Source: an optimization exercise on an open RTL-to-GDS flow (aim: small area). Production flows keep margins and buffers that such runs may drop. In this exercise RTL edits were held to simulation tests only and were not proved equivalent to the original. No driver is modelled on the clock port, so clocking that relies on it looks cheaper here than on a real chip. Power and IR drop assume default switching activity.

== run a ==
==> flow/design.v <==
`timescale 1ns / 1ps
module uart (
    input  logic       rst,
    input  logic       clk,
    input  logic       rd_en,
    input  logic       rx,
    output logic       full,
    output logic       empty,
    output logic [7:0] fifo_data_out,
    output logic       tx
);
    localparam int BAUD = 50000000 / 115200;   
    localparam logic [1:0] R_IDLE = 2'd0, R_START = 2'd1, R_DATA = 2'd2, R_STOP = 2'd3;
    logic [1:0] rs;
    logic [8:0] rc;
    logic [8:0] sr;          
    logic       rq1, rq2, rq3;   
    logic       pend, late;  
    logic       rterm;
    localparam logic [8:0] C_T = 9'd104, C_R = 9'd209, C_K = 9'd404, C_S = 9'd360;
    assign rterm = (rc == C_T);
    always_ff @(posedge clk or negedge rst) begin
        if (!rst) begin
            rs  <= R_IDLE;
            rq2 <= 1'b0;
            rq3 <= 1'b0;
        end else begin
            rq2 <= rq1;
            rq3 <= rq2;
            case (rs)
                R_IDLE:  if (!rx) rs <= R_START;
                R_START: if (rterm) rs <= R_DATA;
                R_DATA:  if (rterm && sr[0]) rs <= R_STOP;
                default: rs <= R_IDLE;
            endcase
        end
    end
    always_ff @(posedge clk) rq1 <= (rs == R_STOP);
    always_ff @(posedge clk) begin
        if (rs == R_IDLE) rc <= C_K;
        else rc <= {rc[7:0], rc[8] ^ rc[4] ^ rterm};
    end
    always_ff @(posedge clk) begin
        if (rs == R_START && rterm) sr <= 9'b1_0000_0000;
        else if (rs == R_DATA && rterm && !sr[0]) sr <= {rx, sr[8:1]};
    end
    logic       dr, cr;
    logic [3:0] h, t;
    logic       fl;
    logic       eq, wr_ev, rd_ev, ins;
    logic [7:0] ring [16];
    assign eq    = (h == t);
    assign full  = eq & fl;
    assign empty = eq & ~fl;
    assign wr_ev = rq3 & ~full;
    assign rd_ev = cr & ~empty;
    assign ins   = pend & (late ? (t == 4'd0) : ((t == 4'd15) & ~full));
    always_ff @(posedge clk) cr <= dr & ~rd_en;
    always_ff @(posedge clk or negedge rst) begin
        if (!rst) begin
            dr <= 1'b0;
            h <= 4'd0;
            t <= 4'd0;
            fl <= 1'b0;
            pend <= 1'b0;
            late <= 1'b0;
            fifo_data_out <= 8'd0;
        end else begin
            dr <= rd_en;
            h <= h + 4'd1 + {3'd0, rd_ev};
            t <= t + 4'd1 + {3'd0, wr_ev};
            if (wr_ev && !rd_ev) fl <= 1'b1;
            else if (rd_ev && !wr_ev) fl <= 1'b0;
            if (rs == R_DATA && rterm && sr[1]) pend <= 1'b1;
            else if (ins) pend <= 1'b0;
            if (ins) late <= 1'b0;
            else if (wr_ev && pend) late <= 1'b1;
            if (rd_ev) fifo_data_out <= rdata;
        end
    end
    logic [7:0] m1 [4];
    logic [7:0] rdata;
    always_comb begin
        for (int j = 0; j < 4; j++)
            m1[j] = h[1] ? (h[0] ? ring[4*j+3] : ring[4*j+2]) : (h[0] ? ring[4*j+1] : ring[4*j]);
        rdata = h[3] ? (h[2] ? m1[3] : m1[2]) : (h[2] ? m1[1] : m1[0]);
    end
    always_ff @(posedge clk) begin
        ring[0] <= ins ? sr[8:1] : ring[15];
        for (int i = 1; i < 16; i++) ring[i] <= ring[i-1];
    end
    logic eqp, rise;
    always_ff @(posedge clk or negedge rst) begin
        if (!rst) eqp <= 1'b0;
        else eqp <= eq;
    end
    assign rise = eq & ~eqp;
    localparam logic [3:0] T_IDLE = 4'd15, T_PF = 4'd14, T_PE = 4'd9, T_SF = 4'd13, T_SE = 4'd3, T_D0F = 4'd10, T_D0E = 4'd6, T_D1F = 4'd4, T_D1E = 4'd12, T_D2 = 4'd8, T_D3 = 4'd0, T_D4 = 4'd1, T_D5 = 4'd2, T_D6 = 4'd5, T_D7 = 4'd11, T_D8 = 4'd7;
    localparam logic [8:0] C_P = 9'd308;   
    logic [3:0] ts, ts_nx;
    logic [8:0] tc;
    logic       tterm, tpre, tfree;
    assign tterm = (tc == C_T);
    assign tfree = (ts == T_IDLE) | ((ts == T_PF) | (ts == T_PE));
    assign tpre  = rise & ((ts == T_IDLE) | ((ts == T_D8) & (tterm | (tc == C_P))));
    always_comb begin
        case (ts)
            T_D0E, T_D1F, T_D2, T_D5, T_D6, T_D8, T_IDLE, T_PE, T_PF: tx = 1'b1;
            default: tx = 1'b0;
        endcase
    end
    logic fb;
    always_comb begin
        case (ts)
            T_PF, T_PE, T_D3, T_D5, T_D6, T_D7, T_D8: fb = 1'b1;
            default: fb = 1'b0;
        endcase
    end
    assign ts_nx = {ts[2:0], fb};
    always_ff @(posedge clk or negedge rst) begin
        if (!rst) begin
            ts <= T_IDLE;
        end else begin
            if (tpre) ts <= full ? T_PF : T_PE;
            else if (ts == T_PF || ts == T_PE || (ts != T_IDLE && tterm)) ts <= ts_nx;
        end
    end
    always_ff @(posedge clk) begin
        if (tfree) tc <= C_S;
        else tc <= {tc[7:0], tc[8] ^ tc[4] ^ tterm};
    end
endmodule
clock: 5.0 ns
lec_check: 0
cap_margin: 20
core_margin: 2
core_utilization: 70
slew_margin: 20
standard.sh (not shown) runs the stock make flow with config.mk's settings and CLKGATE_MAP_FILE= SYNTH_SCRIPT=/design/flow/synth_recipe.tcl, a recipe that flattens the netlist after the stock synthesis.
==> flow/flow/run.sh <==
#!/bin/bash
# The standard layout (standard.sh), with these changes:
#  - synthesis maps logic with an area-oriented ABC script (flow/abc_map.script)
#    and without the half/full-adder extraction step;
#  - the clock tree is built from clkbuf_4 cells without dummy loads, and
#    flow/post_cts.tcl upsizes the leaf buffers that drive too much load;
#  - port buffers are buf_1.
set -euo pipefail
rm -rf scripts_area
cp -r "$FLOW_HOME/scripts" scripts_area
cp flow/abc_map.script scripts_area/abc_speed.script
export SCRIPTS_DIR="$PWD/scripts_area"
export ADDER_MAP_FILE=
export CTS_ARGS="-sink_clustering_enable -repair_clock_nets -dont_use_dummy_load -buf_list sky130_fd_sc_hd__clkbuf_4"
export POST_CTS_TCL="$PWD/flow/post_cts.tcl"
export BUFFER_PORTS_ARGS="-buffer_cell sky130_fd_sc_hd__buf_1"
bash standard.sh > standard.log 2>&1
==> flow/flow/abc_map.script <==
&get -n
&st
&dch
&nf -R 1000 -p
&st
&syn2
&if -g -K 6
&synch2
&nf -R 1000 -p
&st
&syn2
&if -g -K 6
&synch2
&nf -R 1000 -p
&st
&syn3
&synch2
&nf -R 1000 -p -F 8 -A 4 -a
&put
==> flow/flow/post_cts.tcl <==
# Runs at the end of ORFS's CTS step (POST_CTS_TCL). The clock tree is built
# from clkbuf_4; a buffer whose flip-flop clock pins would see a slew
# above 0.115 ns (estimated from placement) is upsized to clkbuf_8.
estimate_parasitics -placement
set upsized 0
foreach inst [get_cells clkbuf_*] {
  if { [get_property $inst ref_name] ne "sky130_fd_sc_hd__clkbuf_4" } { continue }
  set net [get_nets -of_objects [get_pins [get_name $inst]/X]]
  set worst 0.0
  foreach p [get_pins -of_objects $net] {
    if { [get_property $p direction] eq "input" && [string match */CLK [get_full_name $p]] } {
      set s [get_property $p slew_max]
      if { $s > $worst } { set worst $s }
    }
  }
  if { $worst > 0.115 } {
    replace_cell $inst sky130_fd_sc_hd__clkbuf_8
    incr upsized
  }
  puts "post_cts: [get_name $inst] worst sink slew $worst"
}
puts "post_cts: upsized $upsized clock buffers to clkbuf_8"
if { $upsized > 0 } {
  detailed_placement
  check_placement -verbose
  estimate_parasitics -placement
}
Modified inputs, run b compared to run a
--- a/flow/design.v
+++ b/flow/design.v
@@ -92,34 +92,44 @@
     logic eqp, rise;
     always_ff @(posedge clk or negedge rst) begin
         if (!rst) eqp <= 1'b0;
         else eqp <= eq;
     end
     assign rise = eq & ~eqp;
-    localparam logic [3:0] T_IDLE = 4'd15, T_PF = 4'd14, T_PE = 4'd9, T_SF = 4'd13, T_SE = 4'd3, T_D0F = 4'd10, T_D0E = 4'd6, T_D1F = 4'd4, T_D1E = 4'd12, T_D2 = 4'd8, T_D3 = 4'd0, T_D4 = 4'd1, T_D5 = 4'd2, T_D6 = 4'd5, T_D7 = 4'd11, T_D8 = 4'd7;
+    localparam logic [3:0] T_IDLE = 4'b1000, T_PF = 4'b1111, T_PE = 4'b0111,
+        T_SF = 4'b0000, T_SE = 4'b0001,
+        T_D0F = 4'b0010, T_D0E = 4'b1001, T_D1F = 4'b1010, T_D1E = 4'b0011,
+        T_D2 = 4'b1011, T_D3 = 4'b0100, T_D4 = 4'b0101, T_D5 = 4'b1100,
+        T_D6 = 4'b1101, T_D7 = 4'b0110, T_D8 = 4'b1110;
     localparam logic [8:0] C_P = 9'd308;   
     logic [3:0] ts, ts_nx;
     logic [8:0] tc;
     logic       tterm, tpre, tfree;
     assign tterm = (tc == C_T);
     assign tfree = (ts == T_IDLE) | ((ts == T_PF) | (ts == T_PE));
     assign tpre  = rise & ((ts == T_IDLE) | ((ts == T_D8) & (tterm | (tc == C_P))));
+    assign tx    = ts[3] | (ts[2:0] == 3'b111);
     always_comb begin
         case (ts)
-            T_D0E, T_D1F, T_D2, T_D5, T_D6, T_D8, T_IDLE, T_PE, T_PF: tx = 1'b1;
-            default: tx = 1'b0;
+            T_PF:    ts_nx = T_SF;
+            T_PE:    ts_nx = T_SE;
+            T_SF:    ts_nx = T_D0F;
+            T_SE:    ts_nx = T_D0E;
+            T_D0F:   ts_nx = T_D1F;
+            T_D0E:   ts_nx = T_D1E;
+            T_D1F:   ts_nx = T_D2;
+            T_D1E:   ts_nx = T_D2;
+            T_D2:    ts_nx = T_D3;
+            T_D3:    ts_nx = T_D4;
+            T_D4:    ts_nx = T_D5;
+            T_D5:    ts_nx = T_D6;
+            T_D6:    ts_nx = T_D7;
+            T_D7:    ts_nx = T_D8;
+            default: ts_nx = T_IDLE;
         endcase
     end
-    logic fb;
-    always_comb begin
-        case (ts)
-            T_PF, T_PE, T_D3, T_D5, T_D6, T_D7, T_D8: fb = 1'b1;
-            default: fb = 1'b0;
-        endcase
-    end
-    assign ts_nx = {ts[2:0], fb};
     always_ff @(posedge clk or negedge rst) begin
         if (!rst) begin
             ts <= T_IDLE;
         end else begin
             if (tpre) ts <= full ? T_PF : T_PE;
             else if (ts == T_PF || ts == T_PE || (ts != T_IDLE && tterm)) ts <= ts_nx;
Results
- The final reports for run b and run a show critical path depth in cells higher in the former.
- Comparing run b with run a, the design area came out essentially unchanged.
- Cmp run b and run a / final routed wirelength across all metal layers / lower: run a
- Compared with run a, in run b initial core utilization moved down; global-route usage over all layers saw a decrease.
- Between run b and run a, it is run b whose share of cell area taken by multi-input logic gates is higher, by 0.15 points.
- The leakage dissipation on run b is in line with that on run a.
- Compared to run a, run b has final worst slack 0.72 ns lower.
- Synthesized cell count of run a is on par with run b.
- Re post-route minimum period: run b is 0.72 ns up on run a.
- Run a → run b: ratio of routed vias to standard cells went down about 0.4%, period utilization went up by 14 points, synthesized area closely matched the old numbers.

-- afterwards: timing with drivers on the ports --
Ports are ideal in the flow. The routed layouts listed here were re-timed in OpenROAD.
Step 1 assumes that a clkbuf_16 drives the clock port and a buf_2 every other input.
Step 2 moves the port delays by t, midway between the first and last clock arrival at a register: inputs arrive t later, outputs are due t later. That takes back most of the time a late clock gives input paths.
Three values: no drivers, after step 1, after step 2; two values: the first two.
run | t (ns) | setup slack, ns | worst hold slack (ns) | worst register clock-pin slew, ns | worst data-port slew with drivers (ns)
run a | 0.577 | 2.085 / 2.053 / 2.612 | 0.308 / 0.308 / 0.308 | 0.12 / 0.12 | 0.03
run b | 0.573 | 1.362 / 1.331 / 1.772 | 0.329 / 0.329 / 0.329 | 0.10 / 0.10 | 0.03
After both steps setup and hold are still met in every run listed.
